What follows belongs to an exercise in optimizing a design on an open flow for small area; a production flow would make more cautious choices.
The RTL was checked by simulation tests, not by an equivalence proof against the original design.

==> inputs of run a <==
==> flow/design.v <==
module flight_top (
    input  logic        clk100mhz,
    input  logic        btnC,
    input  logic [15:0] sw,
    output logic [15:0] led
);
    logic rst;
    assign rst = btnC;
    logic [16:0] m;
    logic        fresh;    
    logic        upd;
    assign upd = m[16] & m[15] & m[10] & m[9] & m[7] & m[5];
    always_ff @(posedge clk100mhz) begin
        if (rst) m <= 17'd0;
        else     m <= (m + 17'd1) & ~({17{upd}} & 17'd100000);
        fresh <= rst | (fresh & ~upd);
    end
    logic [4:0] t;
    assign t = m[4:0];
    logic hz, p1, p2;
    assign hz = (m[16:7] == 10'd0);
    assign p1 = hz & ~m[6] &  m[5] & ~t[4];     
    assign p2 = hz &  m[6] & ~m[5];             
    logic lo8, lo16, t0, t31;
    assign lo8  = ~t[4] & ~t[3];
    assign lo16 = ~t[4];
    assign t0   = (t == 5'd0);
    assign t31  = (t == 5'd31);
    logic [7:0]  L, N, C, Il;
    logic [15:0] R, E, Ih;
    logic [12:0] P;
    logic [7:0]  V;
    logic L_t, N_t, C_t, Il_t, R_t, E_t, Ih_t, P_t;
    assign L_t  = L[7];
    assign N_t  = N[7];
    assign C_t  = C[7];
    assign Il_t = Il[7];
    assign R_t  = R[15];
    assign E_t  = E[15];
    assign Ih_t = Ih[15];
    assign P_t  = P[12];
    logic vsel, astr;
    assign vsel = V[t[2:0]];
    assign astr = t[3] ? vsel : L_t;
    logic cr_q, cr_in, r_x, r_s, r_c;
    assign cr_in = t0 ? 1'b0 : cr_q;
    assign r_x   = lo8 & (m[6] ? C_t : N_t);
    assign {r_c, r_s} = R_t + r_x + cr_in;
    logic nf_q, nf_in, neg_o;
    assign nf_in = t0 ? 1'b0 : nf_q;
    assign neg_o = astr ^ nf_in;
    logic sg_q;
    logic g1, g3, g5, g7;
    assign g1 = (t[3:0] != 4'd0);
    assign g3 = t[3] | t[2] | (t[1] & t[0]);
    assign g5 = t[3] | (t[2] & (t[1] | t[0]));
    assign g7 = t[3] | (t[2] & t[1] & t[0]);
    logic x1, x2, x3, x4, x5;
    assign x1 = m[6] ? astr : (g7 & E[6]);
    assign x2 = m[6] ? R_t  : ~(g3 & E[2]);
    assign x3 = m[6] ? (lo8 ? Il_t : Ih_t) : ~(g5 & P[2]);
    assign x4 = m[6] ? (t[4] ? sg_q : E_t) : ~(g3 & P[0]);
    assign x5 = g1 & Ih[8];
    logic [3:0] k_q, k_in;
    assign k_in = t0 ? {1'b0, 1'b1, ~m[6], ~m[6]} : k_q;
    logic sa, ca, sb, cb, sc, cc, sd, cd;
    assign {ca, sa} = x1 + x2 + k_in[0];
    assign {cb, sb} = x3 + x4 + k_in[1];
    assign {cc, sc} = x5 + sa + k_in[2];
    assign {cd, sd} = sb + sc + k_in[3];
    logic d_s, i_s;
    assign d_s = sa;
    assign i_s = sb;
    always_ff @(posedge clk100mhz) begin
        cr_q <= r_c;
        nf_q <= nf_in | astr;
        sg_q <= t[4] ? sg_q : E_t;
        k_q  <= {cd, cc, cb, ca};
    end
    logic w_l, w_n1, w_n2, w_r, w_e, w_p, w_il, w_ih;
    assign w_l  = p2 & lo8;
    assign w_n1 = p1 & t[3];
    assign w_n2 = p2 & ~t[4] & t[3];
    assign w_r  = (p1 | p2) & lo16;
    assign w_e  = p2 & lo16;
    assign w_p  = p2 & (t < 5'd13);
    assign w_il = p2 & lo8;
    assign w_ih = p2 & (t[4] ^ t[3]);
    logic L_h, N_h, C_h, R_h, E_h, P_h, Il_h, Ih_h;
    assign L_h  = ~fresh & (w_l  ? d_s : L_t);
    assign N_h  = ~fresh & (w_n1 ? sd : w_n2 ? d_s : N_t);
    assign C_h  = ~fresh & (w_n2 ? N_t : C_t);
    assign R_h  = ~fresh & (w_r  ? r_s : R_t);
    assign E_h  = ~fresh & (w_e  ? neg_o : E_t);
    assign P_h  = ~fresh & (w_p  ? E_t : P_t);
    assign Il_h = ~fresh & (w_il ? i_s : Il_t);
    assign Ih_h = ~fresh & (w_ih ? i_s : Ih_t);
    always_ff @(posedge clk100mhz) begin
        L  <= {L[6:0], L_h};
        C  <= {C[6:0], C_h};
        R  <= {R[14:0], R_h};
        E  <= {E[14:0], E_h};
        P  <= {P[11:0], P_h};
        Il <= {Il[6:0], Il_h};
        Ih <= {Ih[14:0], Ih_h};
        if (upd)
            N <= {sw[1], sw[2], sw[3], sw[4], sw[5], sw[6], sw[7], sw[0]};
        else
            N <= {N[6:0], N_h};
        if (rst)      V <= 8'd0;
        else if (upd) V <= {N[0], N[1], N[2], N[3], N[4], N[5], N[6], N[7]};
    end
    assign led = {8'd0, V};
endmodule
==> flow/flow/run.sh <==
#!/bin/bash
# Standard layout, with small port buffers and a clock tree without dummy loads.
set -euo pipefail
bash standard.sh finish \
  BUFFER_PORTS_ARGS="-buffer_cell sky130_fd_sc_hd__buf_1" \
  CTS_ARGS="-sink_clustering_enable -repair_clock_nets -dont_use_dummy_load -sink_clustering_size 20 -sink_clustering_max_diameter 60 -buf_list sky130_fd_sc_hd__clkbuf_4" \
  > make.log 2>&1
==> flow/standard.sh <==
#!/bin/bash
# synth_recipe.tcl (not shown) runs the flow's synth.tcl, then flattens the netlist and writes it again
# the make line also repeats each setting of config.mk as NAME=value (left out here)
make -C /OpenROAD-flow-scripts/flow DESIGN_CONFIG=/design/flow/config.mk WORK_HOME=/design/flow/orfs CLKGATE_MAP_FILE= SYNTH_SCRIPT=/design/flow/synth_recipe.tcl "${@:-finish}"
==> flow/config.mk <==
export PLATFORM = sky130hd
export DESIGN_NAME = flight_top
export DESIGN_NICKNAME = flight_top
export VERILOG_FILES = /design/flow/design.v
export SDC_FILE = /design/flow/constraint.sdc
export NUM_CORES = 4
export LEC_CHECK = 0
export CAP_MARGIN = 20
export CORE_MARGIN = 2
export CORE_UTILIZATION = 75
export PLACE_DENSITY = 0.85
export SLEW_MARGIN = 20
==> flow/constraint.sdc <==
create_clock -name core_clock -period 10.0 [get_ports {clk100mhz}]
set_input_delay 2.0000 -clock core_clock [delete_from_list [all_inputs] [get_ports {clk100mhz}]]
set_output_delay 2.0000 -clock core_clock [all_outputs]
set_load 0.01 [all_outputs]
==> run b (differences from run a) <==
--- a/flow/design.v
+++ b/flow/design.v
@@ -13,4 +13,5 @@
     always_ff @(posedge clk100mhz) begin
-        if (rst) m <= 17'd0;
-        else     m <= (m + 17'd1) & ~({17{upd}} & 17'd100000);
+        if (rst)      m <= 17'd0;
+        else if (upd) m <= 17'd1;
+        else          m <= m + 17'd1;
         fresh <= rst | (fresh & ~upd);
@@ -46,4 +47,7 @@
     assign cr_in = t0 ? 1'b0 : cr_q;
-    assign r_x   = lo8 & (m[6] ? C_t : N_t);
+    assign r_x   = lo8 & (p1 ? N_t : C_t);
     assign {r_c, r_s} = R_t + r_x + cr_in;
+    logic cd_q, cd_in, d_s, d_c;
+    assign cd_in = t0 ? 1'b0 : cd_q;
+    assign {d_c, d_s} = astr + R_t + cd_in;
     logic nf_q, nf_in, neg_o;
@@ -51,3 +55,7 @@
     assign neg_o = astr ^ nf_in;
-    logic sg_q;
+    logic ci_q, ci_in, sg_q, i_a, i_b, i_s, i_c;
+    assign ci_in = t0 ? 1'b0 : ci_q;
+    assign i_a   = lo8 ? Il_t : Ih_t;
+    assign i_b   = t[4] ? sg_q : E_t;
+    assign {i_c, i_s} = i_a + i_b + ci_in;
     logic g1, g3, g5, g7;
@@ -58,9 +66,9 @@
     logic x1, x2, x3, x4, x5;
-    assign x1 = m[6] ? astr : (g7 & E[6]);
-    assign x2 = m[6] ? R_t  : ~(g3 & E[2]);
-    assign x3 = m[6] ? (lo8 ? Il_t : Ih_t) : ~(g5 & P[2]);
-    assign x4 = m[6] ? (t[4] ? sg_q : E_t) : ~(g3 & P[0]);
-    assign x5 = g1 & Ih[8];
+    assign x1 =   g7 & E[6];
+    assign x2 = ~(g3 & E[2]);
+    assign x3 = ~(g5 & P[2]);
+    assign x4 = ~(g3 & P[0]);
+    assign x5 =   g1 & Ih[8];
     logic [3:0] k_q, k_in;
-    assign k_in = t0 ? {1'b0, 1'b1, ~m[6], ~m[6]} : k_q;
+    assign k_in = t0 ? 4'b0111 : k_q;
     logic sa, ca, sb, cb, sc, cc, sd, cd;
@@ -70,8 +78,7 @@
     assign {cd, sd} = sb + sc + k_in[3];
-    logic d_s, i_s;
-    assign d_s = sa;
-    assign i_s = sb;
     always_ff @(posedge clk100mhz) begin
         cr_q <= r_c;
+        cd_q <= d_c;
         nf_q <= nf_in | astr;
+        ci_q <= i_c;
         sg_q <= t[4] ? sg_q : E_t;
==> flow/run.sh (new file) <==
#!/bin/bash
# synth_recipe.tcl (not shown) runs the flow's synth.tcl, then flattens the netlist and writes it again
# the make line also repeats each setting of config.mk as NAME=value (left out here)
make -C /OpenROAD-flow-scripts/flow DESIGN_CONFIG=/design/flow/config.mk WORK_HOME=/design/flow/orfs CLKGATE_MAP_FILE= SYNTH_SCRIPT=/design/flow/synth_recipe.tcl finish
--- a/flow/config.mk
+++ b/flow/config.mk
@@ -9,4 +9,6 @@
 export CORE_MARGIN = 2
-export CORE_UTILIZATION = 75
-export PLACE_DENSITY = 0.85
+export CORE_UTILIZATION = 40
+export CTS_BUF_LIST = sky130_fd_sc_hd__clkbuf_4
+export CTS_CLUSTER_DIAMETER = 60
+export CTS_CLUSTER_SIZE = 20
 export SLEW_MARGIN = 20
removed: flow/flow/run.sh
removed: flow/standard.sh
==> impl_metrics.ini <==
[detailed_routing]
drt-total-wl_um = 6770

[timing]
worstMarginPinSlew_ns = 1.03
clock_skew_ns = 0.0324
maxSlewHeadroom = 0.310

[power_and_ir_drop]
pg_comb_uw = 25.5
seqPwrFrac = 0.675
p_int_uw = 594

[hold_path]
min-delay-start = P[3]$_DFF_P_

[setup_path]
r2r_cells = 9
worstPathCellList = mux2i_1 -> mux4_2 -> o21a_1 -> mux2i_1 -> fa_1 -> fa_1 -> fa_1 -> nor3_1 -> o41ai_2

[synthesis]
synthAdderAreaFrac = 0.0473
synth_area_um2 = 3970

[clocking]
worstSkewPairLatency_ns = 0.51

[outcome]
outcome = complete, no violations

[final_layout]
multi_input_area_um2 = 1290
final_cell_area_um2 = 4140

[global_routing]
use_met2 = 0.393
grtUsageTotal = 0.259
the above is filed under run a

==> impl_metrics.ini <==
[timing]
worstMarginPinSlew_ns = 1.04
maxSlewHeadroom = 0.300
clock_skew_ns = 0.0182

[synthesis]
synth_area_um2 = 4010
synthAdderAreaFrac = 0.0568

[global_routing]
grtUsageTotal = 0.124
use_met2 = 0.183

[hold_path]
holdCritPathClass = flip-flop to flip-flop

[setup_path]
worstPathCellList = inv_1 -> ha_1 -> nand2_1 -> nor2_1 -> or2_2 -> fa_1 -> fa_1 -> fa_1 -> o41ai_1 -> o21ai_0

[outcome]
outcome = complete, no violations

[detailed_routing]
drt-total-wl_um = 6090
wl_met3_um = 184

[final_layout]
multi_input_area_um2 = 1280
final_cell_area_um2 = 4590
dominant_cells = registers

[clocking]
worstSkewPairLatency_ns = 0.49

[power_and_ir_drop]
p_int_uw = 748
the above is filed under run b

static timing again, ports no longer ideal:
The flow's constraints put no driver on any port. The routed layouts listed below were extracted and timed again, unchanged, in two steps.
Step 1 assumes that a clkbuf_16 drives the clock port and a buf_2 every other input.
Step 2 times the ports against the registers' clock, not the clock port: input delays grow and output delays shrink by t, the midpoint of the rising clock arrivals with the driver on.
Slacks: ideal / step 1 / step 2; pairs: ideal / step 1.
run	t, ns	setup WS [ns]	clock arrival spread, ns
run a	0.522	6.330 / 6.330 / 6.330	0.038 / 0.038
run b	0.511	6.496 / 6.496 / 6.496	0.018 / 0.018
After both steps setup and hold are still met in every run listed.
